Background: an optimization exercise with open tools, aiming at small area and a short achievable clock period. Do not read the settings as production practice.
Where RTL was checked, it was by simulation tests only, not by an equivalence proof against the original.
For run 1, only the layout was checked, not whether the RTL still works.
No driver is modelled on the clock port, so clock power and skew are understated where the tree is cut down; a real chip needs a root buffer or a tree.
No activity file was given, so power comes from the tool's default toggle rates.

## flow/design.v (module list and top-level ports; edited modules follow where they fit)
// module ParallelFIR: 980 lines
// module FullAdd: 5 lines
module ParallelFIR(input wire clk,
                   input wire signed [7:0] x,
                   output reg signed [17:0] y);
  // ...
==> flow/flow/run.sh <==
#!/bin/bash
# The standard layout with these changes to how it is made (the SDC and
# its clock period are unchanged):
#  - repair_timing keeps extra setup margin, so that it sizes the design for a
#    shorter achieved period;
#  - the clock tree uses larger sink clusters and no dummy loads, and after CTS
#    its branch level is removed and the root split in two (flatten_clock.tcl),
#    so every register is clocked through one root buffer and one leaf buffer;
#  - the port buffers are buf_2 cells.
# Each tool's full output is in the ORFS logs; make's output is in
# standard_cts.log and standard.log, the clock edit's in flatten_clock.log.
set -e
export SETUP_SLACK_MARGIN=7.95
export CTS_ARGS="-sink_clustering_enable -repair_clock_nets -dont_use_dummy_load -buf_list sky130_fd_sc_hd__clkbuf_16 -sink_clustering_size 30 -sink_clustering_max_diameter 200"
export BUFFER_PORTS_ARGS="-buffer_cell sky130_fd_sc_hd__buf_2"
bash standard.sh cts > standard_cts.log 2>&1
CLK_TWO_ROOTS=1 CTS_ODB=$PWD/orfs/results/$FLOW_PLATFORM/ParallelFIR/base/4_cts.odb openroad -no_init -exit flow/flatten_clock.tcl > flatten_clock.log 2>&1
bash standard.sh > standard.log 2>&1
==> flow/flow/flatten_clock.tcl <==
# Make the clock tree two levels deep: the leaf buffers that CTS hung below
# intermediate branch buffers are moved onto the root, and the branch buffers
# removed; then the leaves are split between two root buffers (east and west
# halves), each placed at the middle of its leaves.  Every register keeps the
# same structure (one root buffer + one leaf buffer) between the clock port and
# its clock pin.
set odb_file $::env(CTS_ODB)
read_db $odb_file
set block [ord::get_db_block]
set clk [$block findNet clk]
set roots {}
foreach it [$clk getITerms] { lappend roots [$it getInst] }
if {[llength $roots] != 1} { puts "root count [llength $roots], nothing done"; exit 0 }
set root [lindex $roots 0]
set rootnet [[$root findITerm X] getNet]
puts "root [$root getName] ([[$root getMaster] getName]) net [$rootnet getName]"
set mids {}
foreach it [$rootnet getITerms] {
  set inst [$it getInst]
  if {$inst eq $root} continue
  set m [[$inst getMaster] getName]
  if {![string match "sky130_fd_sc_hd__clkbuf_*" $m]} { puts "non-buffer load [$inst getName] $m, nothing done"; exit 0 }
  lappend mids $inst
}
set moved 0
foreach mid $mids {
  set out [[$mid findITerm X] getNet]
  set loads {}
  foreach it [$out getITerms] {
    if {[$it getInst] ne $mid} { lappend loads $it }
  }
  set ok 1
  foreach it $loads {
    if {![string match "sky130_fd_sc_hd__clkbuf_*" [[[$it getInst] getMaster] getName]]} { set ok 0 }
  }
  if {!$ok} { puts "[$mid getName] drives registers, kept"; continue }
  foreach it $loads {
    $it disconnect
    $it connect $rootnet
    incr moved
  }
  puts "removed [$mid getName] ([llength $loads] leaves)"
  odb::dbInst_destroy $mid
  odb::dbNet_destroy $out
}
puts "moved $moved leaf buffers onto [$rootnet getName]"

if {[info exists ::env(CLK_TWO_ROOTS)] && $::env(CLK_TWO_ROOTS)} {
  set leaves {}
  foreach it [$rootnet getITerms] {
    if {[$it getInst] ne $root} { lappend leaves $it }
  }
  if {[llength $leaves] >= 4} {
    # split by x at the median
    set xs {}
    foreach it $leaves { lappend xs [list [lindex [[$it getInst] getLocation] 0] $it] }
    set xs [lsort -integer -index 0 $xs]
    set half [expr {[llength $xs] / 2}]
    set west [lrange $xs 0 [expr {$half - 1}]]
    set east [lrange $xs $half end]
    set master [$root getMaster]
    set root2 [odb::dbInst_create $block $master "clkbuf_0b_clk"]
    set net2 [odb::dbNet_create $block "clknet_0b_clk"]
    $net2 setSigType CLOCK
    [$root2 findITerm A] connect $clk
    [$root2 findITerm X] connect $net2
    foreach e $east {
      set it [lindex $e 1]
      $it disconnect
      $it connect $net2
    }
    # place each root at the centroid of its leaves
    foreach pair [list [list $root $west] [list $root2 $east]] {
      set inst [lindex $pair 0]
      set sx 0; set sy 0; set n 0
      foreach e [lindex $pair 1] {
        set loc [[[lindex $e 1] getInst] getLocation]
        incr sx [lindex $loc 0]; incr sy [lindex $loc 1]; incr n
      }
      $inst setLocation [expr {$sx / $n}] [expr {$sy / $n}]
      $inst setPlacementStatus PLACED
    }
    puts "two roots: [llength $west] west, [llength $east] east leaves"
    detailed_placement
    check_placement
  }
}
write_db $odb_file
==> flow/standard.sh <==
#!/bin/bash
# synth_recipe.tcl (not shown) runs the flow's synth.tcl, then flattens the netlist and writes it again
# the make line also repeats each setting of config.mk as NAME=value (left out here)
make -C /OpenROAD-flow-scripts/flow DESIGN_CONFIG=/design/flow/config.mk WORK_HOME=/design/flow/orfs CLKGATE_MAP_FILE= SYNTH_SCRIPT=/design/flow/synth_recipe.tcl "${@:-finish}"
==> flow/config.mk <==
export PLATFORM = sky130hd
export DESIGN_NAME = ParallelFIR
export DESIGN_NICKNAME = ParallelFIR
export VERILOG_FILES = /design/flow/design.v
export SDC_FILE = /design/flow/constraint.sdc
export NUM_CORES = 4
export LEC_CHECK = 0
export CAP_MARGIN = 20
export CORE_MARGIN = 2
export CORE_UTILIZATION = 50
export SLEW_MARGIN = 20
export SYNTH_HIERARCHICAL = 1
export SYNTH_MINIMUM_KEEP_SIZE = 0
==> flow/constraint.sdc <==
create_clock -name core_clock -period 11.0 [get_ports {clk}]
set_input_delay 2.2000 -clock core_clock [delete_from_list [all_inputs] [get_ports {clk}]]
set_output_delay 2.2000 -clock core_clock [all_outputs]
set_load 0.01 [all_outputs]
==> summary.txt, run 1 <==
status - complete, no violations
GPL Wtd Cong - 0.759
largest net degree at the start of global routing - 31
clock sinks - 274
most common cell after layout, fill and taps aside - fa_1
Buffers & Inverters on Critical Path - 1
FP Rows - 59
CP max FO - 1
Worst EP required - 8800 ps
Slew Limit Fails - 0
xor/xnor cell area share of the yosys netlist - 0.00587
FF+latch count, synth - 274
Detailed Place HPWL - 17,100 um
met2 Track Usage GR - 0.299
Syn Inst Count - 852
fraction of area in registers - 0.385
CTS resizes - 17
ClkCell Share - 0.0192
Tot Pwr - 4580 uW
fin worst setup slack - 8000 ps
final setup fails - 0
switch share - 0.391
Lkg Pwr - 0.00631 uW
final cell count without fillers - 1,227
internal power - 2790 uW
Max-slew headroom - 0.532
met1 WL - 9260 um
Hold Fails Final Rpt - 0
die span in y - 168 um
Yosys cell types - 27
max-cap violations - 0
Critical Path Sink - y[15]
==> module ParallelFIR, before the edit <==
module ParallelFIR(input wire clk,
                   input wire signed [7:0] x,
                   output reg signed [17:0] y);
  reg [7:0] x1, x2, x3, x4, x5, x6, x7, x8, x9, x10, x11, x12, x13, x14, x15, x16, x17;
  reg p4_0_0, p4_1_0, p4_1_1, p4_2_0, p4_2_1, p4_3_0, p4_3_1, p4_4_0, p4_4_1, p4_5_0, p4_5_1, p4_6_0, p4_6_1, p4_7_0, p4_7_1, p4_8_0, p4_8_1, p4_9_0, p4_9_1, p4_10_0, p4_10_1, p4_11_0, p4_11_1, p4_12_0, p3_0_0, p3_0_1, p3_1_0, p3_1_1, p3_2_0, p3_2_1, p3_3_0, p3_3_1, p3_4_0, p3_4_1, p3_5_0, p3_5_1, p3_6_0, p3_6_1, p3_7_0, p3_7_1, p3_8_0, p3_8_1, p3_9_0, p3_9_1, p3_10_0, p3_10_1, p3_11_0, p3_11_1, p3_12_0, p3_12_1, p3_13_0, p3_13_1, p3_14_0, p3_14_1, p2_0_0, p2_0_1, p2_1_0, p2_1_1, p2_2_0, p2_2_1, p2_3_0, p2_3_1, p2_4_0, p2_4_1, p2_5_0, p2_5_1, p2_6_0, p2_6_1, p2_7_0, p2_7_1, p2_8_0, p2_8_1, p2_9_0, p2_9_1, p2_10_0, p2_10_1, p2_11_0, p2_11_1, p2_12_0, p2_12_1, p2_13_0, p2_13_1, p2_14_0, p2_14_1, p2_15_0, p2_15_1, p2_16_0, p1_0_0, p1_0_1, p1_1_0, p1_1_1, p1_2_0, p1_2_1, p1_3_0, p1_3_1, p1_4_0, p1_4_1, p1_5_0, p1_5_1, p1_6_0, p1_6_1, p1_7_0, p1_7_1, p1_8_0, p1_8_1, p1_9_0, p1_9_1, p1_10_0, p1_10_1, p1_11_0, p1_11_1, p1_12_0, p1_12_1, p1_13_0, p1_13_1, p1_14_0, p1_14_1, p1_15_0, p1_15_1, p1_16_0, p1_16_1;
  wire [7:0] xo = {~x[7], x[6:0]};
  wire s1, c1;
  FullAdd u1 (.a(x12[2]), .b(x12[1]), .c(x13[0]), .s(s1), .co(c1));
  wire s2, c2;
  FullAdd u2 (.a(x12[3]), .b(x12[2]), .c(x12[0]), .s(s2), .co(c2));
  wire s3, c3;
  FullAdd u3 (.a(x13[1]), .b(x14[3]), .c(x14[1]), .s(s3), .co(c3));
  wire s4, c4;
  FullAdd u4 (.a(x12[4]), .b(x12[3]), .c(x12[1]), .s(s4), .co(c4));
  wire s5, c5;
  FullAdd u5 (.a(x13[2]), .b(x14[4]), .c(x14[2]), .s(s5), .co(c5));
  wire s6 = x15[5] ^ x16[4];
  wire c6 = x15[5] & x16[4];
  wire s7, c7;
  FullAdd u7 (.a(x12[5]), .b(x12[4]), .c(x12[2]), .s(s7), .co(c7));
  wire s8, c8;
  FullAdd u8 (.a(x13[3]), .b(x14[5]), .c(x14[3]), .s(s8), .co(c8));
  wire s9, c9;
  FullAdd u9 (.a(x15[6]), .b(x16[5]), .c(x17[5]), .s(s9), .co(c9));
  wire s10, c10;
  FullAdd u10 (.a(x12[6]), .b(x12[5]), .c(x12[3]), .s(s10), .co(c10));
  wire s11, c11;
  FullAdd u11 (.a(x13[4]), .b(x14[6]), .c(x14[4]), .s(s11), .co(c11));
  wire s12, c12;
  FullAdd u12 (.a(x15[7]), .b(x16[6]), .c(x17[6]), .s(s12), .co(c12));
  wire s13, c13;
  FullAdd u13 (.a(x12[7]), .b(x12[6]), .c(x12[4]), .s(s13), .co(c13));
  wire s14, c14;
  FullAdd u14 (.a(x13[5]), .b(x14[7]), .c(x14[5]), .s(s14), .co(c14));
  wire s15 = x16[7] ^ x17[7];
  wire c15 = x16[7] & x17[7];
  wire s16 = x12[7] ^ x12[5];
  wire c16 = x12[7] & x12[5];
  wire s17 = x12[0] ^ x14[0];
  wire c17 = x12[0] & x14[0];
  wire s18, c18;
  FullAdd u18 (.a(x12[1]), .b(x12[0]), .c(x14[1]), .s(s18), .co(c18));
  wire s19 = x15[2] ^ x16[1];
  wire c19 = x15[2] & x16[1];
  wire s20, c20;
  FullAdd u20 (.a(x14[2]), .b(x14[0]), .c(x15[3]), .s(s20), .co(c20));
  wire s21, c21;
  FullAdd u21 (.a(x16[2]), .b(x17[2]), .c(s1), .s(s21), .co(c21));
  wire s22, c22;
  FullAdd u22 (.a(x15[4]), .b(x16[3]), .c(x17[3]), .s(s22), .co(c22));
  wire s23, c23;
  FullAdd u23 (.a(c1), .b(s2), .c(s3), .s(s23), .co(c23));
  wire s24, c24;
  FullAdd u24 (.a(x17[4]), .b(s6), .c(c2), .s(s24), .co(c24));
  wire s25, c25;
  FullAdd u25 (.a(c3), .b(s4), .c(s5), .s(s25), .co(c25));
  wire s26, c26;
  FullAdd u26 (.a(c6), .b(c4), .c(c5), .s(s26), .co(c26));
  wire s27, c27;
  FullAdd u27 (.a(s7), .b(s8), .c(s9), .s(s27), .co(c27));
  wire s28, c28;
  FullAdd u28 (.a(c7), .b(c8), .c(c9), .s(s28), .co(c28));
  wire s29, c29;
  FullAdd u29 (.a(s10), .b(s11), .c(s12), .s(s29), .co(c29));
  wire s30, c30;
  FullAdd u30 (.a(s15), .b(c10), .c(c11), .s(s30), .co(c30));
  wire s31, c31;
  FullAdd u31 (.a(c12), .b(s13), .c(s14), .s(s31), .co(c31));
  wire s32, c32;
  FullAdd u32 (.a(x13[6]), .b(x14[6]), .c(c15), .s(s32), .co(c32));
  wire s33, c33;
  FullAdd u33 (.a(s16), .b(c13), .c(c14), .s(s33), .co(c33));
  wire s34, c34;
  FullAdd u34 (.a(x12[6]), .b(x13[7]), .c(x14[7]), .s(s34), .co(c34));
  wire s35 = x15[1] ^ x16[0];
  wire c35 = x15[1] & x16[0];
  wire s36, c36;
  FullAdd u36 (.a(x17[1]), .b(c17), .c(s19), .s(s36), .co(c36));
  wire s37, c37;
  FullAdd u37 (.a(c19), .b(c18), .c(s20), .s(s37), .co(c37));
  wire s38, c38;
  FullAdd u38 (.a(c20), .b(s22), .c(c21), .s(s38), .co(c38));
  wire s39, c39;
  FullAdd u39 (.a(c22), .b(c23), .c(s24), .s(s39), .co(c39));
  wire s40, c40;
  FullAdd u40 (.a(c24), .b(c25), .c(s26), .s(s40), .co(c40));
  wire s41, c41;
  FullAdd u41 (.a(c26), .b(c27), .c(s28), .s(s41), .co(c41));
  wire s42, c42;
  FullAdd u42 (.a(c28), .b(c29), .c(s30), .s(s42), .co(c42));
  wire s43, c43;
  FullAdd u43 (.a(s32), .b(c30), .c(c31), .s(s43), .co(c43));
  wire s44, c44;
  FullAdd u44 (.a(c16), .b(s34), .c(c32), .s(s44), .co(c44));
  wire s45 = x17[0] ^ s35;
  wire c45 = x17[0] & s35;
  wire s46, c46;
  FullAdd u46 (.a(c35), .b(s18), .c(s36), .s(s46), .co(c46));
  wire s47, c47;
  FullAdd u47 (.a(c36), .b(s37), .c(s21), .s(s47), .co(c47));
  wire s48, c48;
  FullAdd u48 (.a(c37), .b(s23), .c(s38), .s(s48), .co(c48));
  wire s49, c49;
  FullAdd u49 (.a(s25), .b(c38), .c(s39), .s(s49), .co(c49));
  wire s50, c50;
  FullAdd u50 (.a(s27), .b(c39), .c(s40), .s(s50), .co(c50));
  wire s51, c51;
  FullAdd u51 (.a(s29), .b(c40), .c(s41), .s(s51), .co(c51));
  wire s52, c52;
  FullAdd u52 (.a(s31), .b(c41), .c(s42), .s(s52), .co(c52));
  wire s53, c53;
  FullAdd u53 (.a(s33), .b(c42), .c(s43), .s(s53), .co(c53));
  wire s54, c54;
  FullAdd u54 (.a(c33), .b(s44), .c(c43), .s(s54), .co(c54));
  wire s55, c55;
  FullAdd u55 (.a(x12[7]), .b(c34), .c(c44), .s(s55), .co(c55));
  wire s56 = p4_4_0 ^ p4_4_1;
  wire c56 = p4_4_0 & p4_4_1;
  wire s57, c57;
  FullAdd u57 (.a(p4_5_0), .b(p4_5_1), .c(x9[4]), .s(s57), .co(c57));
  wire s58, c58;
  FullAdd u58 (.a(x9[1]), .b(x9[0]), .c(x10[2]), .s(s58), .co(c58));
  wire s59, c59;
  FullAdd u59 (.a(p4_6_0), .b(p4_6_1), .c(x9[5]), .s(s59), .co(c59));
  wire s60, c60;
  FullAdd u60 (.a(x9[2]), .b(x9[1]), .c(x10[3]), .s(s60), .co(c60));
  wire s61, c61;
  FullAdd u61 (.a(x11[6]), .b(x11[5]), .c(x11[3]), .s(s61), .co(c61));
  wire s62, c62;
  FullAdd u62 (.a(p4_7_0), .b(p4_7_1), .c(x9[6]), .s(s62), .co(c62));
  wire s63, c63;
  FullAdd u63 (.a(x9[3]), .b(x9[2]), .c(x10[4]), .s(s63), .co(c63));
  wire s64, c64;
  FullAdd u64 (.a(x11[7]), .b(x11[6]), .c(x11[4]), .s(s64), .co(c64));
  wire s65 = x11[2] ^ x12[5];
  wire c65 = x11[2] & x12[5];
  wire s66, c66;
  FullAdd u66 (.a(p4_8_0), .b(p4_8_1), .c(x9[7]), .s(s66), .co(c66));
  wire s67, c67;
  FullAdd u67 (.a(x9[4]), .b(x9[3]), .c(x10[5]), .s(s67), .co(c67));
  wire s68, c68;
  FullAdd u68 (.a(x11[7]), .b(x11[5]), .c(x11[3]), .s(s68), .co(c68));
  wire s69 = x12[6] ^ x12[4];
  wire c69 = x12[6] & x12[4];
  wire s70, c70;
  FullAdd u70 (.a(p4_9_0), .b(p4_9_1), .c(x9[5]), .s(s70), .co(c70));
  wire s71, c71;
  FullAdd u71 (.a(x9[4]), .b(x10[6]), .c(x11[6]), .s(s71), .co(c71));
  wire s72 = x11[4] ^ x12[7];
  wire c72 = x11[4] & x12[7];
  wire s73, c73;
  FullAdd u73 (.a(p4_10_0), .b(p4_10_1), .c(x9[6]), .s(s73), .co(c73));
  wire s74 = x9[5] ^ x10[7];
  wire c74 = x9[5] & x10[7];
  wire s75, c75;
  FullAdd u75 (.a(p4_3_0), .b(p4_3_1), .c(x9[2]), .s(s75), .co(c75));
  wire s76, c76;
  FullAdd u76 (.a(x9[3]), .b(x9[0]), .c(x10[1]), .s(s76), .co(c76));
  wire s77, c77;
  FullAdd u77 (.a(x11[4]), .b(x11[3]), .c(x11[1]), .s(s77), .co(c77));
  wire s78, c78;
  FullAdd u78 (.a(x11[5]), .b(x11[4]), .c(x11[2]), .s(s78), .co(c78));
  wire s79, c79;
  FullAdd u79 (.a(x11[0]), .b(x12[3]), .c(x12[1]), .s(s79), .co(c79));
  wire s80 = c56 ^ s57;
  wire c80 = c56 & s57;
  wire s81, c81;
  FullAdd u81 (.a(x11[1]), .b(x12[4]), .c(x12[2]), .s(s81), .co(c81));
  wire s82, c82;
  FullAdd u82 (.a(c57), .b(c58), .c(s59), .s(s82), .co(c82));
  wire n83 = ~x10[0];
  wire s84, c84;
  FullAdd u84 (.a(n83), .b(s60), .c(s61), .s(s84), .co(c84));
  wire s85, c85;
  FullAdd u85 (.a(x12[3]), .b(s65), .c(c59), .s(s85), .co(c85));
  wire s86, c86;
  FullAdd u86 (.a(c60), .b(c61), .c(s62), .s(s86), .co(c86));
  wire n87 = ~x10[1];
  wire s88, c88;
  FullAdd u88 (.a(n87), .b(s63), .c(s64), .s(s88), .co(c88));
  wire s89, c89;
  FullAdd u89 (.a(c65), .b(s69), .c(c62), .s(s89), .co(c89));
  wire s90, c90;
  FullAdd u90 (.a(c63), .b(c64), .c(s66), .s(s90), .co(c90));
  wire n91 = ~x10[2];
  wire s92, c92;
  FullAdd u92 (.a(n91), .b(s67), .c(s68), .s(s92), .co(c92));
  wire s93, c93;
  FullAdd u93 (.a(x12[5]), .b(c69), .c(s72), .s(s93), .co(c93));
  wire s94, c94;
  FullAdd u94 (.a(c66), .b(c67), .c(c68), .s(s94), .co(c94));
  wire n95 = ~x10[3];
  wire s96, c96;
  FullAdd u96 (.a(n95), .b(s70), .c(s71), .s(s96), .co(c96));
  wire s97, c97;
  FullAdd u97 (.a(x11[7]), .b(x11[5]), .c(x12[6]), .s(s97), .co(c97));
  wire s98, c98;
  FullAdd u98 (.a(c72), .b(s74), .c(c70), .s(s98), .co(c98));
  wire n99 = ~x10[4];
  wire s100, c100;
  FullAdd u100 (.a(n99), .b(c71), .c(s73), .s(s100), .co(c100));
  wire s101, c101;
  FullAdd u101 (.a(p4_11_0), .b(p4_11_1), .c(x9[7]), .s(s101), .co(c101));
  wire s102, c102;
  FullAdd u102 (.a(x9[6]), .b(x11[6]), .c(x12[7]), .s(s102), .co(c102));
  wire n103 = ~x10[5];
  wire s104, c104;
  FullAdd u104 (.a(n103), .b(c74), .c(c73), .s(s104), .co(c104));
  wire s105 = p4_12_0 ^ x9[7];
  wire c105 = p4_12_0 & x9[7];
  wire s106 = p4_1_0 ^ p4_1_1;
  wire c106 = p4_1_0 & p4_1_1;
  wire s107, c107;
  FullAdd u107 (.a(p4_2_0), .b(p4_2_1), .c(x9[1]), .s(s107), .co(c107));
  wire s108 = x11[2] ^ x11[1];
  wire c108 = x11[2] & x11[1];
  wire s109, c109;
  FullAdd u109 (.a(x10[0]), .b(x11[3]), .c(x11[2]), .s(s109), .co(c109));
  wire s110, c110;
  FullAdd u110 (.a(x11[0]), .b(x12[1]), .c(s75), .s(s110), .co(c110));
  wire s111, c111;
  FullAdd u111 (.a(x12[2]), .b(x12[0]), .c(s56), .s(s111), .co(c111));
  wire s112, c112;
  FullAdd u112 (.a(c75), .b(s76), .c(s77), .s(s112), .co(c112));
  wire s113, c113;
  FullAdd u113 (.a(c76), .b(c77), .c(s78), .s(s113), .co(c113));
  wire s114, c114;
  FullAdd u114 (.a(s79), .b(s58), .c(s80), .s(s114), .co(c114));
  wire s115, c115;
  FullAdd u115 (.a(c78), .b(c79), .c(s81), .s(s115), .co(c115));
  wire s116, c116;
  FullAdd u116 (.a(c80), .b(s82), .c(s84), .s(s116), .co(c116));
  wire s117, c117;
  FullAdd u117 (.a(c81), .b(c82), .c(c84), .s(s117), .co(c117));
  wire s118, c118;
  FullAdd u118 (.a(s85), .b(s86), .c(s88), .s(s118), .co(c118));
  wire s119, c119;
  FullAdd u119 (.a(c85), .b(c86), .c(c88), .s(s119), .co(c119));
  wire s120, c120;
  FullAdd u120 (.a(s89), .b(s90), .c(s92), .s(s120), .co(c120));
  wire s121, c121;
  FullAdd u121 (.a(s93), .b(c89), .c(c90), .s(s121), .co(c121));
  wire s122, c122;
  FullAdd u122 (.a(c92), .b(s94), .c(s96), .s(s122), .co(c122));
  wire s123, c123;
  FullAdd u123 (.a(s97), .b(c93), .c(c94), .s(s123), .co(c123));
  wire s124, c124;
  FullAdd u124 (.a(c96), .b(s98), .c(s100), .s(s124), .co(c124));
  wire s125, c125;
  FullAdd u125 (.a(c97), .b(s101), .c(s102), .s(s125), .co(c125));
  wire s126, c126;
  FullAdd u126 (.a(c98), .b(c100), .c(s104), .s(s126), .co(c126));
  wire s127, c127;
  FullAdd u127 (.a(x11[7]), .b(s105), .c(c101), .s(s127), .co(c127));
  wire n128 = ~x10[6];
  wire s129, c129;
  FullAdd u129 (.a(n128), .b(c102), .c(c104), .s(s129), .co(c129));
  wire s130 = x9[0] ^ x11[1];
  wire c130 = x9[0] & x11[1];
  wire s131, c131;
  FullAdd u131 (.a(x12[0]), .b(c106), .c(s108), .s(s131), .co(c131));
  wire s132, c132;
  FullAdd u132 (.a(c108), .b(c107), .c(s109), .s(s132), .co(c132));
  wire s133, c133;
  FullAdd u133 (.a(c109), .b(s111), .c(c110), .s(s133), .co(c133));
  wire s134, c134;
  FullAdd u134 (.a(c111), .b(c112), .c(s113), .s(s134), .co(c134));
  wire s135, c135;
  FullAdd u135 (.a(c113), .b(s115), .c(c114), .s(s135), .co(c135));
  wire s136, c136;
  FullAdd u136 (.a(c115), .b(c116), .c(s117), .s(s136), .co(c136));
  wire s137, c137;
  FullAdd u137 (.a(c117), .b(c118), .c(s119), .s(s137), .co(c137));
  wire s138, c138;
  FullAdd u138 (.a(c119), .b(c120), .c(s121), .s(s138), .co(c138));
  wire s139, c139;
  FullAdd u139 (.a(c121), .b(s123), .c(c122), .s(s139), .co(c139));
  wire s140, c140;
  FullAdd u140 (.a(s125), .b(c123), .c(c124), .s(s140), .co(c140));
  wire s141, c141;
  FullAdd u141 (.a(c125), .b(s127), .c(c126), .s(s141), .co(c141));
  wire s142, c142;
  FullAdd u142 (.a(c105), .b(c127), .c(c129), .s(s142), .co(c142));
  wire s143 = x11[0] ^ s130;
  wire c143 = x11[0] & s130;
  wire s144, c144;
  FullAdd u144 (.a(c130), .b(s107), .c(s131), .s(s144), .co(c144));
  wire s145, c145;
  FullAdd u145 (.a(c131), .b(s132), .c(s110), .s(s145), .co(c145));
  wire s146, c146;
  FullAdd u146 (.a(c132), .b(s112), .c(s133), .s(s146), .co(c146));
  wire s147, c147;
  FullAdd u147 (.a(s114), .b(c133), .c(s134), .s(s147), .co(c147));
  wire s148, c148;
  FullAdd u148 (.a(c134), .b(s116), .c(s135), .s(s148), .co(c148));
  wire s149, c149;
  FullAdd u149 (.a(s118), .b(c135), .c(s136), .s(s149), .co(c149));
  wire s150, c150;
  FullAdd u150 (.a(s120), .b(c136), .c(s137), .s(s150), .co(c150));
  wire s151, c151;
  FullAdd u151 (.a(s122), .b(c137), .c(s138), .s(s151), .co(c151));
  wire s152, c152;
  FullAdd u152 (.a(s124), .b(c138), .c(s139), .s(s152), .co(c152));
  wire s153, c153;
  FullAdd u153 (.a(s126), .b(c139), .c(s140), .s(s153), .co(c153));
  wire s154, c154;
  FullAdd u154 (.a(s129), .b(c140), .c(s141), .s(s154), .co(c154));
  wire n155 = ~x10[7];
  wire s156, c156;
  FullAdd u156 (.a(n155), .b(c141), .c(s142), .s(s156), .co(c156));
  wire s157 = 1'b1 ^ p3_4_0;
  wire c157 = 1'b1 & p3_4_0;
  wire s158 = 1'b1 ^ p3_5_0 ^ p3_5_1;
  wire c158 = (1'b1 & p3_5_0) | (1'b1 & p3_5_1) | (p3_5_0 & p3_5_1);
  wire s159, c159;
  FullAdd u159 (.a(x6[5]), .b(x6[4]), .c(x6[2]), .s(s159), .co(c159));
  wire s160 = 1'b1 ^ p3_6_0 ^ p3_6_1;
  wire c160 = (1'b1 & p3_6_0) | (1'b1 & p3_6_1) | (p3_6_0 & p3_6_1);
  wire s161, c161;
  FullAdd u161 (.a(x7[3]), .b(x8[5]), .c(x8[2]), .s(s161), .co(c161));
  wire s162, c162;
  FullAdd u162 (.a(x6[6]), .b(x6[5]), .c(x6[3]), .s(s162), .co(c162));
  wire s163, c163;
  FullAdd u163 (.a(p3_7_0), .b(p3_7_1), .c(x7[4]), .s(s163), .co(c163));
  wire s164, c164;
  FullAdd u164 (.a(x8[6]), .b(x8[3]), .c(x8[2]), .s(s164), .co(c164));
  wire s165, c165;
  FullAdd u165 (.a(x6[7]), .b(x6[6]), .c(x6[4]), .s(s165), .co(c165));
  wire n166 = ~x6[2];
  wire n167 = ~x7[1];
  wire s168 = n166 ^ n167;
  wire c168 = n166 & n167;
  wire s169, c169;
  FullAdd u169 (.a(p3_8_0), .b(p3_8_1), .c(x7[5]), .s(s169), .co(c169));
  wire s170, c170;
  FullAdd u170 (.a(x8[7]), .b(x8[4]), .c(x8[3]), .s(s170), .co(c170));
  wire s171, c171;
  FullAdd u171 (.a(x6[7]), .b(x6[5]), .c(x6[3]), .s(s171), .co(c171));
  wire s172 = 1'b1 ^ p3_9_0 ^ p3_9_1;
  wire c172 = (1'b1 & p3_9_0) | (1'b1 & p3_9_1) | (p3_9_0 & p3_9_1);
  wire s173, c173;
  FullAdd u173 (.a(x7[6]), .b(x8[5]), .c(x8[4]), .s(s173), .co(c173));
  wire s174, c174;
  FullAdd u174 (.a(p3_10_0), .b(p3_10_1), .c(x7[7]), .s(s174), .co(c174));
  wire s175 = 1'b1 ^ p3_1_0;
  wire c175 = 1'b1 & p3_1_0;
  wire s176 = 1'b1 ^ p3_2_0 ^ p3_2_1;
  wire c176 = (1'b1 & p3_2_0) | (1'b1 & p3_2_1) | (p3_2_0 & p3_2_1);
  wire s177 = 1'b1 ^ p3_3_0 ^ p3_3_1;
  wire c177 = (1'b1 & p3_3_0) | (1'b1 & p3_3_1) | (p3_3_0 & p3_3_1);
  wire s178, c178;
  FullAdd u178 (.a(x6[3]), .b(x6[2]), .c(x6[0]), .s(s178), .co(c178));
  wire s179, c179;
  FullAdd u179 (.a(p3_4_1), .b(x7[1]), .c(x8[3]), .s(s179), .co(c179));
  wire s180, c180;
  FullAdd u180 (.a(x6[4]), .b(x6[3]), .c(x6[1]), .s(s180), .co(c180));
  wire s181 = x8[0] ^ s157;
  wire c181 = x8[0] & s157;
  wire s182, c182;
  FullAdd u182 (.a(x7[2]), .b(x8[4]), .c(x8[1]), .s(s182), .co(c182));
  wire s183, c183;
  FullAdd u183 (.a(x8[0]), .b(c157), .c(s158), .s(s183), .co(c183));
  wire s184, c184;
  FullAdd u184 (.a(x6[0]), .b(x9[5]), .c(s159), .s(s184), .co(c184));
  wire s185, c185;
  FullAdd u185 (.a(x6[1]), .b(x7[0]), .c(x9[6]), .s(s185), .co(c185));
  wire s186, c186;
  FullAdd u186 (.a(x8[1]), .b(c158), .c(s160), .s(s186), .co(c186));
  wire n187 = ~s161;
  wire s188, c188;
  FullAdd u188 (.a(c159), .b(n187), .c(s162), .s(s188), .co(c188));
  wire s189, c189;
  FullAdd u189 (.a(x9[0]), .b(s168), .c(c160), .s(s189), .co(c189));
  wire s190, c190;
  FullAdd u190 (.a(c161), .b(s163), .c(s164), .s(s190), .co(c190));
  wire s191, c191;
  FullAdd u191 (.a(x9[7]), .b(c162), .c(s165), .s(s191), .co(c191));
  wire s192, c192;
  FullAdd u192 (.a(x9[1]), .b(c168), .c(c163), .s(s192), .co(c192));
  wire s193, c193;
  FullAdd u193 (.a(c164), .b(s169), .c(s170), .s(s193), .co(c193));
  wire s194, c194;
  FullAdd u194 (.a(x7[2]), .b(c165), .c(s171), .s(s194), .co(c194));
  wire s195, c195;
  FullAdd u195 (.a(x9[2]), .b(c169), .c(c170), .s(s195), .co(c195));
  wire s196, c196;
  FullAdd u196 (.a(x6[6]), .b(x6[4]), .c(x7[3]), .s(s196), .co(c196));
  wire n197 = ~c171;
  wire s198, c198;
  FullAdd u198 (.a(n197), .b(s172), .c(s173), .s(s198), .co(c198));
  wire s199, c199;
  FullAdd u199 (.a(x8[6]), .b(x8[5]), .c(x9[3]), .s(s199), .co(c199));
  wire s200, c200;
  FullAdd u200 (.a(c172), .b(c173), .c(s174), .s(s200), .co(c200));
  wire s201, c201;
  FullAdd u201 (.a(x6[7]), .b(x6[5]), .c(x7[4]), .s(s201), .co(c201));
  wire s202 = 1'b1 ^ p3_11_0 ^ p3_11_1;
  wire c202 = (1'b1 & p3_11_0) | (1'b1 & p3_11_1) | (p3_11_0 & p3_11_1);
  wire s203, c203;
  FullAdd u203 (.a(x8[7]), .b(x8[6]), .c(x9[4]), .s(s203), .co(c203));
  wire n204 = ~c174;
  wire s205, c205;
  FullAdd u205 (.a(x6[6]), .b(x7[5]), .c(n204), .s(s205), .co(c205));
  wire s206 = 1'b1 ^ p3_12_0 ^ p3_12_1;
  wire c206 = (1'b1 & p3_12_0) | (1'b1 & p3_12_1) | (p3_12_0 & p3_12_1);
  wire n207 = ~x8[7];
  wire s208, c208;
  FullAdd u208 (.a(x6[7]), .b(x7[6]), .c(n207), .s(s208), .co(c208));
  wire s209 = 1'b1 ^ p3_0_0;
  wire c209 = 1'b1 & p3_0_0;
  wire s210, c210;
  FullAdd u210 (.a(p3_1_1), .b(x8[0]), .c(s175), .s(s210), .co(c210));
  wire n211 = ~x6[1];
  wire n212 = ~x6[0];
  wire s213 = n211 ^ n212;
  wire c213 = n211 & n212;
  wire s214, c214;
  FullAdd u214 (.a(x8[1]), .b(c175), .c(s176), .s(s214), .co(c214));
  wire s215, c215;
  FullAdd u215 (.a(x6[2]), .b(x6[1]), .c(x9[2]), .s(s215), .co(c215));
  wire s216, c216;
  FullAdd u216 (.a(x7[0]), .b(x8[2]), .c(c176), .s(s216), .co(c216));
  wire n217 = ~s177;
  wire s218, c218;
  FullAdd u218 (.a(x9[3]), .b(n217), .c(s178), .s(s218), .co(c218));
  wire s219, c219;
  FullAdd u219 (.a(c177), .b(s179), .c(s181), .s(s219), .co(c219));
  wire s220, c220;
  FullAdd u220 (.a(x9[4]), .b(c178), .c(s180), .s(s220), .co(c220));
  wire s221, c221;
  FullAdd u221 (.a(c179), .b(s182), .c(c181), .s(s221), .co(c221));
  wire n222 = ~s183;
  wire s223, c223;
  FullAdd u223 (.a(c180), .b(n222), .c(s184), .s(s223), .co(c223));
  wire s224, c224;
  FullAdd u224 (.a(c182), .b(c183), .c(s186), .s(s224), .co(c224));
  wire s225, c225;
  FullAdd u225 (.a(s185), .b(c184), .c(s188), .s(s225), .co(c225));
  wire s226, c226;
  FullAdd u226 (.a(c186), .b(s189), .c(s190), .s(s226), .co(c226));
  wire s227, c227;
  FullAdd u227 (.a(c185), .b(s191), .c(c188), .s(s227), .co(c227));
  wire s228, c228;
  FullAdd u228 (.a(c189), .b(c190), .c(s192), .s(s228), .co(c228));
  wire n229 = ~s193;
  wire s230, c230;
  FullAdd u230 (.a(c191), .b(n229), .c(s194), .s(s230), .co(c230));
  wire s231, c231;
  FullAdd u231 (.a(c192), .b(c193), .c(s195), .s(s231), .co(c231));
  wire n232 = ~s198;
  wire s233, c233;
  FullAdd u233 (.a(s196), .b(c194), .c(n232), .s(s233), .co(c233));
  wire s234, c234;
  FullAdd u234 (.a(s199), .b(c195), .c(c198), .s(s234), .co(c234));
  wire n235 = ~s200;
  wire s236, c236;
  FullAdd u236 (.a(c196), .b(s201), .c(n235), .s(s236), .co(c236));
  wire s237, c237;
  FullAdd u237 (.a(c199), .b(s202), .c(s203), .s(s237), .co(c237));
  wire n238 = ~c200;
  wire s239, c239;
  FullAdd u239 (.a(c201), .b(n238), .c(s205), .s(s239), .co(c239));
  wire s240, c240;
  FullAdd u240 (.a(x9[5]), .b(c202), .c(c203), .s(s240), .co(c240));
  wire n241 = ~s206;
  wire s242, c242;
  FullAdd u242 (.a(n241), .b(s208), .c(c205), .s(s242), .co(c242));
  wire s243, c243;
  FullAdd u243 (.a(p3_13_0), .b(p3_13_1), .c(x9[6]), .s(s243), .co(c243));
  wire n244 = ~c206;
  wire s245, c245;
  FullAdd u245 (.a(x7[7]), .b(n244), .c(c208), .s(s245), .co(c245));
  wire s246 = 1'b1 ^ p3_14_0 ^ p3_14_1;
  wire c246 = (1'b1 & p3_14_0) | (1'b1 & p3_14_1) | (p3_14_0 & p3_14_1);
  wire s247 = p3_0_1 ^ s209;
  wire c247 = p3_0_1 & s209;
  wire s248, c248;
  FullAdd u248 (.a(c209), .b(s213), .c(s210), .s(s248), .co(c248));
  wire s249, c249;
  FullAdd u249 (.a(c213), .b(c210), .c(s214), .s(s249), .co(c249));
  wire n250 = ~c215;
  wire s251, c251;
  FullAdd u251 (.a(n250), .b(c214), .c(s216), .s(s251), .co(c251));
  wire n252 = ~c216;
  wire s253, c253;
  FullAdd u253 (.a(n252), .b(s220), .c(c218), .s(s253), .co(c253));
  wire n254 = ~c220;
  wire s255, c255;
  FullAdd u255 (.a(n254), .b(c219), .c(s221), .s(s255), .co(c255));
  wire n256 = ~c223;
  wire s257, c257;
  FullAdd u257 (.a(c221), .b(n256), .c(s224), .s(s257), .co(c257));
  wire n258 = ~c225;
  wire s259, c259;
  FullAdd u259 (.a(c224), .b(s226), .c(n258), .s(s259), .co(c259));
  wire n260 = ~c227;
  wire s261, c261;
  FullAdd u261 (.a(c226), .b(n260), .c(s228), .s(s261), .co(c261));
  wire n262 = ~c230;
  wire s263, c263;
  FullAdd u263 (.a(c228), .b(s231), .c(n262), .s(s263), .co(c263));
  wire n264 = ~c233;
  wire s265, c265;
  FullAdd u265 (.a(c231), .b(s234), .c(n264), .s(s265), .co(c265));
  wire n266 = ~c236;
  wire s267, c267;
  FullAdd u267 (.a(s237), .b(c234), .c(n266), .s(s267), .co(c267));
  wire n268 = ~c239;
  wire s269, c269;
  FullAdd u269 (.a(c237), .b(s240), .c(n268), .s(s269), .co(c269));
  wire n270 = ~s245;
  wire s271, c271;
  FullAdd u271 (.a(s243), .b(c240), .c(n270), .s(s271), .co(c271));
  wire s272, c272;
  FullAdd u272 (.a(x9[7]), .b(c243), .c(s246), .s(s272), .co(c272));
  wire n273 = ~x9[0];
  wire s274 = n212 ^ n273;
  wire c274 = n212 & n273;
  wire n275 = ~x9[1];
  wire s276, c276;
  FullAdd u276 (.a(n275), .b(c247), .c(s248), .s(s276), .co(c276));
  wire n277 = ~s215;
  wire s278, c278;
  FullAdd u278 (.a(n277), .b(c248), .c(s249), .s(s278), .co(c278));
  wire n279 = ~s218;
  wire s280, c280;
  FullAdd u280 (.a(n279), .b(c249), .c(s251), .s(s280), .co(c280));
  wire n281 = ~s253;
  wire s282, c282;
  FullAdd u282 (.a(s219), .b(c251), .c(n281), .s(s282), .co(c282));
  wire n283 = ~s255;
  wire s284, c284;
  FullAdd u284 (.a(c253), .b(s223), .c(n283), .s(s284), .co(c284));
  wire n285 = ~s225;
  wire s286, c286;
  FullAdd u286 (.a(c255), .b(n285), .c(s257), .s(s286), .co(c286));
  wire n287 = ~s227;
  wire s288, c288;
  FullAdd u288 (.a(n287), .b(c257), .c(s259), .s(s288), .co(c288));
  wire n289 = ~s230;
  wire s290, c290;
  FullAdd u290 (.a(n289), .b(c259), .c(s261), .s(s290), .co(c290));
  wire n291 = ~s233;
  wire s292, c292;
  FullAdd u292 (.a(n291), .b(c261), .c(s263), .s(s292), .co(c292));
  wire n293 = ~s236;
  wire s294, c294;
  FullAdd u294 (.a(n293), .b(c263), .c(s265), .s(s294), .co(c294));
  wire n295 = ~s239;
  wire s296, c296;
  FullAdd u296 (.a(n295), .b(c265), .c(s267), .s(s296), .co(c296));
  wire n297 = ~s242;
  wire s298, c298;
  FullAdd u298 (.a(n297), .b(c267), .c(s269), .s(s298), .co(c298));
  wire n299 = ~c242;
  wire s300, c300;
  FullAdd u300 (.a(n299), .b(s271), .c(c269), .s(s300), .co(c300));
  wire n301 = ~c245;
  wire s302, c302;
  FullAdd u302 (.a(n301), .b(s272), .c(c271), .s(s302), .co(c302));
  wire s303 = 1'b1 ^ c246 ^ c272;
  wire c303 = (1'b1 & c246) | (1'b1 & c272) | (c246 & c272);
  wire s304 = p2_3_0 ^ p2_3_1;
  wire c304 = p2_3_0 & p2_3_1;
  wire s305, c305;
  FullAdd u305 (.a(p2_4_0), .b(p2_4_1), .c(x1[3]), .s(s305), .co(c305));
  wire s306, c306;
  FullAdd u306 (.a(x2[4]), .b(x3[3]), .c(x3[1]), .s(s306), .co(c306));
  wire s307, c307;
  FullAdd u307 (.a(p2_5_0), .b(x1[4]), .c(x2[5]), .s(s307), .co(c307));
  wire s308, c308;
  FullAdd u308 (.a(x3[4]), .b(x3[2]), .c(x4[2]), .s(s308), .co(c308));
  wire s309 = x5[4] ^ x5[3];
  wire c309 = x5[4] & x5[3];
  wire s310, c310;
  FullAdd u310 (.a(p2_6_1), .b(x1[5]), .c(x2[6]), .s(s310), .co(c310));
  wire s311, c311;
  FullAdd u311 (.a(x3[5]), .b(x3[3]), .c(x4[3]), .s(s311), .co(c311));
  wire s312, c312;
  FullAdd u312 (.a(x5[5]), .b(x5[4]), .c(x5[2]), .s(s312), .co(c312));
  wire s313, c313;
  FullAdd u313 (.a(p2_7_0), .b(p2_7_1), .c(x1[6]), .s(s313), .co(c313));
  wire s314, c314;
  FullAdd u314 (.a(x2[7]), .b(x3[6]), .c(x3[4]), .s(s314), .co(c314));
  wire s315, c315;
  FullAdd u315 (.a(x4[4]), .b(x5[6]), .c(x5[5]), .s(s315), .co(c315));
  wire s316, c316;
  FullAdd u316 (.a(p2_8_0), .b(p2_8_1), .c(x1[7]), .s(s316), .co(c316));
  wire s317, c317;
  FullAdd u317 (.a(x3[7]), .b(x3[5]), .c(x4[5]), .s(s317), .co(c317));
  wire s318 = x5[7] ^ x5[6];
  wire c318 = x5[7] & x5[6];
  wire s319, c319;
  FullAdd u319 (.a(p2_9_0), .b(p2_9_1), .c(x3[6]), .s(s319), .co(c319));
  wire s320, c320;
  FullAdd u320 (.a(p2_2_0), .b(p2_2_1), .c(x1[1]), .s(s320), .co(c320));
  wire s321, c321;
  FullAdd u321 (.a(x1[2]), .b(x2[3]), .c(x3[2]), .s(s321), .co(c321));
  wire s322, c322;
  FullAdd u322 (.a(x3[0]), .b(x4[0]), .c(x5[2]), .s(s322), .co(c322));
  wire s323, c323;
  FullAdd u323 (.a(x4[1]), .b(x5[3]), .c(x5[2]), .s(s323), .co(c323));
  wire s324, c324;
  FullAdd u324 (.a(x5[0]), .b(x6[2]), .c(x6[0]), .s(s324), .co(c324));
  wire s325 = c304 ^ s305;
  wire c325 = c304 & s305;
  wire s326, c326;
  FullAdd u326 (.a(x5[1]), .b(x6[3]), .c(x6[1]), .s(s326), .co(c326));
  wire s327, c327;
  FullAdd u327 (.a(s309), .b(c305), .c(c306), .s(s327), .co(c327));
  wire n328 = ~p2_5_1;
  wire s329, c329;
  FullAdd u329 (.a(n328), .b(s307), .c(s308), .s(s329), .co(c329));
  wire s330, c330;
  FullAdd u330 (.a(x6[4]), .b(x6[2]), .c(c309), .s(s330), .co(c330));
  wire s331, c331;
  FullAdd u331 (.a(c307), .b(c308), .c(s310), .s(s331), .co(c331));
  wire n332 = ~p2_6_0;
  wire s333, c333;
  FullAdd u333 (.a(n332), .b(s311), .c(s312), .s(s333), .co(c333));
  wire s334, c334;
  FullAdd u334 (.a(x5[3]), .b(x6[5]), .c(x6[3]), .s(s334), .co(c334));
  wire s335, c335;
  FullAdd u335 (.a(c310), .b(c311), .c(c312), .s(s335), .co(c335));
  wire s336, c336;
  FullAdd u336 (.a(s313), .b(s314), .c(s315), .s(s336), .co(c336));
  wire s337, c337;
  FullAdd u337 (.a(x5[4]), .b(x6[6]), .c(x6[4]), .s(s337), .co(c337));
  wire s338, c338;
  FullAdd u338 (.a(s318), .b(c313), .c(c314), .s(s338), .co(c338));
  wire s339, c339;
  FullAdd u339 (.a(c315), .b(s316), .c(s317), .s(s339), .co(c339));
  wire s340, c340;
  FullAdd u340 (.a(x4[6]), .b(x5[7]), .c(x5[5]), .s(s340), .co(c340));
  wire s341, c341;
  FullAdd u341 (.a(x6[7]), .b(x6[5]), .c(c318), .s(s341), .co(c341));
  wire s342, c342;
  FullAdd u342 (.a(c316), .b(c317), .c(s319), .s(s342), .co(c342));
  wire s343, c343;
  FullAdd u343 (.a(p2_10_0), .b(p2_10_1), .c(x3[7]), .s(s343), .co(c343));
  wire s344, c344;
  FullAdd u344 (.a(x4[7]), .b(x5[6]), .c(x6[6]), .s(s344), .co(c344));
  wire s345, c345;
  FullAdd u345 (.a(p2_1_0), .b(p2_1_1), .c(x1[0]), .s(s345), .co(c345));
  wire s346, c346;
  FullAdd u346 (.a(x2[2]), .b(x3[1]), .c(x5[1]), .s(s346), .co(c346));
  wire s347 = x5[0] ^ x6[0];
  wire c347 = x5[0] & x6[0];
  wire s348, c348;
  FullAdd u348 (.a(x5[1]), .b(x6[1]), .c(s304), .s(s348), .co(c348));
  wire s349, c349;
  FullAdd u349 (.a(c320), .b(s321), .c(s322), .s(s349), .co(c349));
  wire s350, c350;
  FullAdd u350 (.a(c321), .b(c322), .c(s323), .s(s350), .co(c350));
  wire s351, c351;
  FullAdd u351 (.a(s324), .b(s306), .c(s325), .s(s351), .co(c351));
  wire s352, c352;
  FullAdd u352 (.a(c323), .b(c324), .c(s326), .s(s352), .co(c352));
  wire s353, c353;
  FullAdd u353 (.a(c325), .b(s327), .c(s329), .s(s353), .co(c353));
  wire s354, c354;
  FullAdd u354 (.a(c326), .b(s330), .c(c327), .s(s354), .co(c354));
  wire s355, c355;
  FullAdd u355 (.a(c329), .b(s331), .c(s333), .s(s355), .co(c355));
  wire s356, c356;
  FullAdd u356 (.a(s334), .b(c330), .c(c331), .s(s356), .co(c356));
  wire s357, c357;
  FullAdd u357 (.a(c333), .b(s335), .c(s336), .s(s357), .co(c357));
  wire s358, c358;
  FullAdd u358 (.a(c334), .b(s337), .c(c335), .s(s358), .co(c358));
  wire s359, c359;
  FullAdd u359 (.a(c336), .b(s338), .c(s339), .s(s359), .co(c359));
  wire s360, c360;
  FullAdd u360 (.a(c337), .b(s340), .c(s341), .s(s360), .co(c360));
  wire s361, c361;
  FullAdd u361 (.a(c338), .b(c339), .c(s342), .s(s361), .co(c361));
  wire s362, c362;
  FullAdd u362 (.a(c340), .b(c319), .c(s343), .s(s362), .co(c362));
  wire s363, c363;
  FullAdd u363 (.a(s344), .b(c341), .c(c342), .s(s363), .co(c363));
  wire s364, c364;
  FullAdd u364 (.a(p2_11_0), .b(p2_11_1), .c(x5[7]), .s(s364), .co(c364));
  wire s365, c365;
  FullAdd u365 (.a(x6[7]), .b(c343), .c(c344), .s(s365), .co(c365));
  wire s366 = x2[1] ^ x3[0];
  wire c366 = x2[1] & x3[0];
  wire s367, c367;
  FullAdd u367 (.a(s347), .b(c345), .c(s346), .s(s367), .co(c367));
  wire s368, c368;
  FullAdd u368 (.a(c347), .b(c346), .c(s348), .s(s368), .co(c368));
  wire s369, c369;
  FullAdd u369 (.a(c348), .b(c349), .c(s350), .s(s369), .co(c369));
  wire s370, c370;
  FullAdd u370 (.a(c350), .b(s352), .c(c351), .s(s370), .co(c370));
  wire s371, c371;
  FullAdd u371 (.a(c352), .b(s354), .c(c353), .s(s371), .co(c371));
  wire s372, c372;
  FullAdd u372 (.a(c354), .b(c355), .c(s356), .s(s372), .co(c372));
  wire s373, c373;
  FullAdd u373 (.a(c356), .b(s358), .c(c357), .s(s373), .co(c373));
  wire s374, c374;
  FullAdd u374 (.a(s360), .b(c358), .c(c359), .s(s374), .co(c374));
  wire s375, c375;
  FullAdd u375 (.a(s362), .b(c360), .c(c361), .s(s375), .co(c375));
  wire s376, c376;
  FullAdd u376 (.a(s364), .b(c362), .c(s365), .s(s376), .co(c376));
  wire s377, c377;
  FullAdd u377 (.a(p2_12_0), .b(p2_12_1), .c(c364), .s(s377), .co(c377));
  wire s378 = p2_0_0 ^ p2_0_1;
  wire c378 = p2_0_0 & p2_0_1;
  wire s379, c379;
  FullAdd u379 (.a(x5[0]), .b(s366), .c(s345), .s(s379), .co(c379));
  wire s380, c380;
  FullAdd u380 (.a(c366), .b(s320), .c(s367), .s(s380), .co(c380));
  wire s381, c381;
  FullAdd u381 (.a(c367), .b(s349), .c(s368), .s(s381), .co(c381));
  wire s382, c382;
  FullAdd u382 (.a(c368), .b(s351), .c(s369), .s(s382), .co(c382));
  wire s383, c383;
  FullAdd u383 (.a(c369), .b(s353), .c(s370), .s(s383), .co(c383));
  wire s384, c384;
  FullAdd u384 (.a(s355), .b(c370), .c(s371), .s(s384), .co(c384));
  wire s385, c385;
  FullAdd u385 (.a(s357), .b(c371), .c(s372), .s(s385), .co(c385));
  wire s386, c386;
  FullAdd u386 (.a(s359), .b(c372), .c(s373), .s(s386), .co(c386));
  wire s387, c387;
  FullAdd u387 (.a(s361), .b(c373), .c(s374), .s(s387), .co(c387));
  wire s388, c388;
  FullAdd u388 (.a(s363), .b(c374), .c(s375), .s(s388), .co(c388));
  wire s389, c389;
  FullAdd u389 (.a(c363), .b(s376), .c(c375), .s(s389), .co(c389));
  wire s390, c390;
  FullAdd u390 (.a(c365), .b(s377), .c(c376), .s(s390), .co(c390));
  wire s391, c391;
  FullAdd u391 (.a(p2_13_0), .b(p2_13_1), .c(c377), .s(s391), .co(c391));
  wire s392 = p2_14_0 ^ p2_14_1;
  wire c392 = p2_14_0 & p2_14_1;
  wire s393 = p2_15_0 ^ p2_15_1;
  wire c393 = p2_15_0 & p2_15_1;
  wire s394 = p1_1_0 ^ p1_1_1;
  wire c394 = p1_1_0 & p1_1_1;
  wire n395 = ~x1[1];
  wire s396, c396;
  FullAdd u396 (.a(p1_2_0), .b(p1_2_1), .c(n395), .s(s396), .co(c396));
  wire n397 = ~x1[2];
  wire s398, c398;
  FullAdd u398 (.a(p1_3_0), .b(p1_3_1), .c(n397), .s(s398), .co(c398));
  wire n399 = ~x1[3];
  wire s400, c400;
  FullAdd u400 (.a(p1_4_0), .b(p1_4_1), .c(n399), .s(s400), .co(c400));
  wire n401 = ~x1[4];
  wire s402, c402;
  FullAdd u402 (.a(p1_5_0), .b(p1_5_1), .c(n401), .s(s402), .co(c402));
  wire n403 = ~x1[5];
  wire s404, c404;
  FullAdd u404 (.a(p1_6_0), .b(p1_6_1), .c(n403), .s(s404), .co(c404));
  wire n405 = ~x1[6];
  wire s406, c406;
  FullAdd u406 (.a(p1_7_0), .b(p1_7_1), .c(n405), .s(s406), .co(c406));
  wire n407 = ~x1[7];
  wire s408, c408;
  FullAdd u408 (.a(p1_8_0), .b(p1_8_1), .c(n407), .s(s408), .co(c408));
  wire s409 = p1_9_0 ^ p1_9_1;
  wire c409 = p1_9_0 & p1_9_1;
  wire s410 = p1_10_0 ^ p1_10_1;
  wire c410 = p1_10_0 & p1_10_1;
  wire s411 = p1_11_0 ^ p1_11_1;
  wire c411 = p1_11_0 & p1_11_1;
  wire s412 = p1_12_0 ^ p1_12_1;
  wire c412 = p1_12_0 & p1_12_1;
  wire s413 = p1_13_0 ^ p1_13_1;
  wire c413 = p1_13_0 & p1_13_1;
  wire s414 = p1_14_0 ^ p1_14_1;
  wire c414 = p1_14_0 & p1_14_1;
  wire s415 = p1_15_0 ^ p1_15_1;
  wire c415 = p1_15_0 & p1_15_1;
  wire s416 = p1_16_0 ^ p1_16_1;
  wire c416 = p1_16_0 & p1_16_1;
  wire [17:0] r0 = {c416, c415, c414, c413, c412, c411, c410, c409, c408, c406, c404, c402, c400, c398, c396, c394, s394, p1_0_0};
  wire [17:0] r1 = {1'b1, s416, s415, s414, s413, s412, s411, s410, s409, s408, s406, s404, s402, s400, s398, s396, ~x1[0], p1_0_1};
  wire [17:0] gp = r0 & r1;
  wire [17:0] pp = r0 ^ r1;
  wire g417 = gp[1] | (pp[1] & gp[0]);
  wire g418 = gp[3] | (pp[3] & gp[2]);
  wire q418 = pp[3] & pp[2];
  wire g419 = gp[5] | (pp[5] & gp[4]);
  wire q419 = pp[5] & pp[4];
  wire g420 = gp[7] | (pp[7] & gp[6]);
  wire q420 = pp[7] & pp[6];
  wire g421 = gp[9] | (pp[9] & gp[8]);
  wire q421 = pp[9] & pp[8];
  wire g422 = gp[11] | (pp[11] & gp[10]);
  wire q422 = pp[11] & pp[10];
  wire g423 = gp[13] | (pp[13] & gp[12]);
  wire q423 = pp[13] & pp[12];
  wire g424 = gp[15] | (pp[15] & gp[14]);
  wire q424 = pp[15] & pp[14];
  wire g425 = gp[17] | (pp[17] & gp[16]);
  wire q425 = pp[17] & pp[16];
  wire g426 = gp[2] | (pp[2] & g417);
  wire g427 = g418 | (q418 & g417);
  wire g428 = gp[6] | (pp[6] & g419);
  wire q428 = pp[6] & q419;
  wire g429 = g420 | (q420 & g419);
  wire q429 = q420 & q419;
  wire g430 = gp[10] | (pp[10] & g421);
  wire q430 = pp[10] & q421;
  wire g431 = g422 | (q422 & g421);
  wire q431 = q422 & q421;
  wire g432 = gp[14] | (pp[14] & g423);
  wire q432 = pp[14] & q423;
  wire g433 = g424 | (q424 & g423);
  wire q433 = q424 & q423;
  wire g434 = gp[4] | (pp[4] & g427);
  wire g435 = g419 | (q419 & g427);
  wire g436 = g428 | (q428 & g427);
  wire g437 = g429 | (q429 & g427);
  wire g438 = gp[12] | (pp[12] & g431);
  wire q438 = pp[12] & q431;
  wire g439 = g423 | (q423 & g431);
  wire q439 = q423 & q431;
  wire g440 = g432 | (q432 & g431);
  wire q440 = q432 & q431;
  wire g441 = g433 | (q433 & g431);
  wire q441 = q433 & q431;
  wire g442 = gp[8] | (pp[8] & g437);
  wire g443 = g421 | (q421 & g437);
  wire g444 = g430 | (q430 & g437);
  wire g445 = g431 | (q431 & g437);
  wire g446 = g438 | (q438 & g437);
  wire g447 = g439 | (q439 & g437);
  wire g448 = g440 | (q440 & g437);
  wire g449 = g441 | (q441 & g437);
  wire g450 = gp[16] | (pp[16] & g449);
  wire g451 = g425 | (q425 & g449);
  wire [17:0] cy = {g450, g449, g448, g447, g446, g445, g444, g443, g442, g437, g436, g435, g434, g427, g426, g417, gp[0], 1'b0};
  wire [17:0] sum = pp ^ cy;
  always @(posedge clk) begin
    x1 <= xo;
    x2 <= x1;
    x3 <= ~x2;
    x4 <= x3;
    x5 <= ~x4;
    x6 <= x5;
    x7 <= x6;
    x8 <= x7;
    x9 <= x8;
    x10 <= x9;
    x11 <= ~x10;
    x12 <= ~x11;
    x13 <= ~x12;
    x14 <= x13;
    x15 <= ~x14;
    x16 <= x15;
    x17 <= ~x16;
    p4_0_0 <= x15[0];
    p4_1_0 <= s45;
    p4_1_1 <= s17;
    p4_2_0 <= c45;
    p4_2_1 <= s46;
    p4_3_0 <= c46;
    p4_3_1 <= s47;
    p4_4_0 <= c47;
    p4_4_1 <= s48;
    p4_5_0 <= c48;
    p4_5_1 <= s49;
    p4_6_0 <= c49;
    p4_6_1 <= s50;
    p4_7_0 <= c50;
    p4_7_1 <= s51;
    p4_8_0 <= c51;
    p4_8_1 <= s52;
    p4_9_0 <= c52;
    p4_9_1 <= s53;
    p4_10_0 <= c53;
    p4_10_1 <= s54;
    p4_11_0 <= c54;
    p4_11_1 <= s55;
    p4_12_0 <= c55;
    p3_0_0 <= p4_0_0;
    p3_0_1 <= x11[0];
    p3_1_0 <= s143;
    p3_1_1 <= s106;
    p3_2_0 <= c143;
    p3_2_1 <= s144;
    p3_3_0 <= c144;
    p3_3_1 <= s145;
    p3_4_0 <= c145;
    p3_4_1 <= s146;
    p3_5_0 <= c146;
    p3_5_1 <= s147;
    p3_6_0 <= c147;
    p3_6_1 <= s148;
    p3_7_0 <= c148;
    p3_7_1 <= s149;
    p3_8_0 <= c149;
    p3_8_1 <= s150;
    p3_9_0 <= c150;
    p3_9_1 <= s151;
    p3_10_0 <= c151;
    p3_10_1 <= s152;
    p3_11_0 <= c152;
    p3_11_1 <= s153;
    p3_12_0 <= c153;
    p3_12_1 <= s154;
    p3_13_0 <= c154;
    p3_13_1 <= s156;
    p3_14_0 <= c156;
    p3_14_1 <= c142;
    p2_0_0 <= s274;
    p2_0_1 <= s247;
    p2_1_0 <= c274;
    p2_1_1 <= s276;
    p2_2_0 <= c276;
    p2_2_1 <= s278;
    p2_3_0 <= c278;
    p2_3_1 <= s280;
    p2_4_0 <= c280;
    p2_4_1 <= s282;
    p2_5_0 <= c282;
    p2_5_1 <= s284;
    p2_6_0 <= c284;
    p2_6_1 <= s286;
    p2_7_0 <= c286;
    p2_7_1 <= s288;
    p2_8_0 <= c288;
    p2_8_1 <= s290;
    p2_9_0 <= c290;
    p2_9_1 <= s292;
    p2_10_0 <= c292;
    p2_10_1 <= s294;
    p2_11_0 <= c294;
    p2_11_1 <= s296;
    p2_12_0 <= c296;
    p2_12_1 <= s298;
    p2_13_0 <= c298;
    p2_13_1 <= s300;
    p2_14_0 <= c300;
    p2_14_1 <= s302;
    p2_15_0 <= c302;
    p2_15_1 <= s303;
    p2_16_0 <= c303;
    p1_0_0 <= s378;
    p1_0_1 <= x2[0];
    p1_1_0 <= c378;
    p1_1_1 <= s379;
    p1_2_0 <= c379;
    p1_2_1 <= s380;
    p1_3_0 <= c380;
    p1_3_1 <= s381;
    p1_4_0 <= c381;
    p1_4_1 <= s382;
    p1_5_0 <= c382;
    p1_5_1 <= s383;
    p1_6_0 <= c383;
    p1_6_1 <= s384;
    p1_7_0 <= c384;
    p1_7_1 <= s385;
    p1_8_0 <= c385;
    p1_8_1 <= s386;
    p1_9_0 <= c386;
    p1_9_1 <= s387;
    p1_10_0 <= c387;
    p1_10_1 <= s388;
    p1_11_0 <= c388;
    p1_11_1 <= s389;
    p1_12_0 <= c389;
    p1_12_1 <= s390;
    p1_13_0 <= c390;
    p1_13_1 <= s391;
    p1_14_0 <= c391;
    p1_14_1 <= s392;
    p1_15_0 <= c392;
    p1_15_1 <= s393;
    p1_16_0 <= c393;
    p1_16_1 <= p2_16_0;
    y <= sum;
  end
endmodule
==> inputs of run 2 (changes only) <==
--- a/flow/design.v
+++ b/flow/design.v
@@ -800,41 +800,29 @@
   wire g425 = gp[17] | (pp[17] & gp[16]);
   wire q425 = pp[17] & pp[16];
-  wire g426 = gp[2] | (pp[2] & g417);
-  wire g427 = g418 | (q418 & g417);
-  wire g428 = gp[6] | (pp[6] & g419);
-  wire q428 = pp[6] & q419;
-  wire g429 = g420 | (q420 & g419);
-  wire q429 = q420 & q419;
-  wire g430 = gp[10] | (pp[10] & g421);
-  wire q430 = pp[10] & q421;
-  wire g431 = g422 | (q422 & g421);
-  wire q431 = q422 & q421;
-  wire g432 = gp[14] | (pp[14] & g423);
-  wire q432 = pp[14] & q423;
-  wire g433 = g424 | (q424 & g423);
-  wire q433 = q424 & q423;
-  wire g434 = gp[4] | (pp[4] & g427);
-  wire g435 = g419 | (q419 & g427);
-  wire g436 = g428 | (q428 & g427);
-  wire g437 = g429 | (q429 & g427);
-  wire g438 = gp[12] | (pp[12] & g431);
-  wire q438 = pp[12] & q431;
-  wire g439 = g423 | (q423 & g431);
-  wire q439 = q423 & q431;
-  wire g440 = g432 | (q432 & g431);
-  wire q440 = q432 & q431;
-  wire g441 = g433 | (q433 & g431);
-  wire q441 = q433 & q431;
-  wire g442 = gp[8] | (pp[8] & g437);
-  wire g443 = g421 | (q421 & g437);
-  wire g444 = g430 | (q430 & g437);
-  wire g445 = g431 | (q431 & g437);
-  wire g446 = g438 | (q438 & g437);
-  wire g447 = g439 | (q439 & g437);
-  wire g448 = g440 | (q440 & g437);
-  wire g449 = g441 | (q441 & g437);
-  wire g450 = gp[16] | (pp[16] & g449);
-  wire g451 = g425 | (q425 & g449);
-  wire [17:0] cy = {g450, g449, g448, g447, g446, g445, g444, g443, g442, g437, g436, g435, g434, g427, g426, g417, gp[0], 1'b0};
+  wire g426 = g418 | (q418 & g417);
+  wire g427 = g420 | (q420 & g419);
+  wire q427 = q420 & q419;
+  wire g428 = g422 | (q422 & g421);
+  wire q428 = q422 & q421;
+  wire g429 = g424 | (q424 & g423);
+  wire q429 = q424 & q423;
+  wire g430 = g427 | (q427 & g426);
+  wire g431 = g429 | (q429 & g428);
+  wire q431 = q429 & q428;
+  wire g432 = g431 | (q431 & g430);
+  wire g433 = g428 | (q428 & g430);
+  wire g434 = g419 | (q419 & g426);
+  wire g435 = g421 | (q421 & g430);
+  wire g436 = g423 | (q423 & g433);
+  wire g437 = g425 | (q425 & g432);
+  wire g438 = gp[2] | (pp[2] & g417);
+  wire g439 = gp[4] | (pp[4] & g426);
+  wire g440 = gp[6] | (pp[6] & g434);
+  wire g441 = gp[8] | (pp[8] & g430);
+  wire g442 = gp[10] | (pp[10] & g435);
+  wire g443 = gp[12] | (pp[12] & g433);
+  wire g444 = gp[14] | (pp[14] & g436);
+  wire g445 = gp[16] | (pp[16] & g432);
+  wire [17:0] cy = {g445, g432, g444, g436, g443, g433, g442, g435, g441, g430, g440, g434, g439, g426, g438, g417, gp[0], 1'b0};
   wire [17:0] sum = pp ^ cy;
   always @(posedge clk) begin
==> summary.txt, run 2 <==
number of port buffers - 26
Main synth FF type - dfxtp_1
share of cells above drive strength 1 - 0.0743
Lkg Pwr - 0.00631 uW (about the same)
Ys Warns - 7
status - complete, no violations
DRC viols - 0
Worst path slowest cell - dfxtp_1
R2R depth - 5
max FFs per register - 18
hold buffer count at CTS - 0
Biggest register - y
Hold Path Depth - 0
post-route cell area - 14,300 um2
worst vdd ir - 0.140 mV
Ports - 27
Hold Fails Final Rpt - 0 (unchanged)
fillers - 2,165
pwr dens - 319 nW/um2
Comb power frac - 0.562
Initial Util - 0.512
sequential share of the synthesized area - 0.409
Worst EP required - 8800 ps (about the same)
Detail Route Antenna Nets - 0
most frequent cells after synthesis - fa_1, dfxtp_1, inv_1, ha_1, xnor2_1
Detailed Place HPWL - 17,200 um (+0.35%)
diode count - 0
R2R Path End - p3_9_1
Avg Inst Size Synth - 15.8 um2
Buffers & Inverters on Critical Path - 1 (unchanged)
largest net degree at the start of global routing - 31 (unchanged)
global route overflow - 0
Placed Cells - 1,210
top-count cell post-synth - fa_1
Iter 0 DRT Violations - 155
fin crit share - 0.273
max-cap violations - 0 (unchanged)
leading area contributor after synthesis - fa_1
worst-path cell chain - buf_2
most common cell after layout, fill and taps aside - fa_1
Async S/R FF share, synth - 0
Worst Hold End - x16[0]
final cell count without fillers - 1,223 (-0.33%)
Final nets - 1,277
critical path type - flip-flop to output pin
Syn-to-layout area delta - 6.78%
clock latency (worst-skew pair) - 350 ps
Setup TNS - 0 ps
internal power - 2800 uW (+0.47%)
switch share - 0.387 (-0.00359)
Flop pwr share - 0.331
R2R setup slack - 8060 ps
Yosys cell types - 22 (-19%)
max incr delay on CP - 320 ps
Placed Instance Area - 14,000 um2
antenna violations before repair - 0
syn_nets - 1,236
die span in y - 168 um (about the same)
clock power share - 0.107
Setup crit start kind - flip-flop
NetSw - 1770 uW
critical path arrival - 800 ps
Routed WL - 20,400 um
most frequent cells in the layout - fa_1, dfxtp_1, inv_1
vias in the first global route - 7,336
Max-slew headroom - 0.661 (+0.129)
family with the most delay on the worst path - flip-flops
mapped cell area - 13,400 um2
FF-to-FF Start - x9[3]
Die Span X - 168 um
hold path start - x15[0]
Slew Limit Fails - 0 (unchanged)
CP max FO - 1 (unchanged)
vias per cell - 4.68
clock skew - 65.8 ps
Total GRT Usage - 0.175
dominant cells by area after synthesis - fa_1, dfxtp_1, ha_1
Vias - 5,723
WL/cell - 16.7 um
top cell type's share of synthesized area - 0.467
area of the multi-input gates - 7360 um2
first-pass GRT wire length - 38,200 um
Hold WC Path Type - flip-flop to flip-flop
fin crit period - 3000 ps
die area - 28,200 um2
RSZ-0062 raised after global routing - false
core box area - 26,200 um2
Worst Tran Pin Value - 507 ps
final setup fails - 0 (unchanged)
GPL Wtd Cong - 0.803 (+5.7%)
FF+latch area - 5520 um2
Detailed Routing Iterations Pass 1 - 4
FF+latch count, synth - 274 (unchanged)
Syn Inst Count - 849 (-0.35%)
FP Rows - 59 (unchanged)
Reg clk slew, reported paths - 110 ps
fmax - 334 MHz
clock sinks - 274 (unchanged)
number of enable flip-flop cells after synthesis - 0
Layout Utilization - 0.547
CP Capture Type - output pin
## run 2: power groups by stage
stage | combinational (uW) | sequential (uW) | clock, uW
after floorplan | 1900 | 1520 | 0
after global placement | 2560 | 1550 | 0
after detailed placement | 2650 | 1540 | 0
after CTS | 2680 | 1520 | 537
after global routing | 3160 | 1560 | 543
final | 2570 | 1510 | 489
## run 2: layout make-up
type / count / area share
Timing Repair Buffer: 27 / 0.00960
Inverter: 160 / 0.0419
Clock buffer: 11 / 0.0192
Sequential cell: 274 / 0.385
Multi-Input combinational cell: 415 / 0.513
Tap cell: 335 / 0.0292
Buffer: 1 / 0.00175
## run 2: stage by stage
stage | hold WS, ps | power, uW | worst slack [ps]
2_1_floorplan | 310 | 3410 | 8080
3_3_place_gp | 315 | 4110 | 7940
3_5_place_dp | 322 | 4190 | 7870
4_1_cts | 353 | 4750 | 7830
5_1_grt | 359 | 5260 | 7950
6_report | 345 | 4570 | 8000
## run 2: Yosys stat by module (local to each module, per instance)
module / cells / cell area [um2] / flops+latches
ParallelFIR: 545 / 7340 / 274
FullAdd: 1 / 20.0 / 0
## run 2: worst max path at each step
| stage | from | to | slack [ps] | cells after the start |
|---|---|---|---|---|
| global placement | x6[2] | p2_7_1 | 7940 | 6 |
| global route | y[17] | y[17] | 7950 | 1 |
| finish | y[11] | y[11] | 8000 | 1 |
| detailed placement | x9[6] | p3_8_1 | 7870 | 5 |
| CTS | y[11] | y[11] | 7830 | 1 |
| floorplan | x6[7] | p2_8_1 | 8080 | 6 |
## run 2: cells by family after synthesis
kind of cell	share of synthesized area
buffers and inverters	0.0447
adder cells (fa/ha/maj)	0.527
AO/OA/AOI/OAI	0.0117
AND/OR/NAND/NOR	0.00233
flip-flops	0.409
XOR/XNOR	0.00522
## run 2: what timing repair did
item / 4_1_cts / 5_1_grt
gates resized for setup: 12 / 15
buffers inserted: 1 / 0
pin swaps: 1 / 2
hold endpoints to repair: 0 / 0
setup endpoints to repair: 33 / 14
## run 2: routing by layer
metal	vias up	share of wire	global-route usage
met5	-	0	0
met4	0	0.015	0.0412
met3	15	0.022	0.0237
met2	40	0.51	0.293
met1	3088	0.45	0.247
li1	2580	-	-
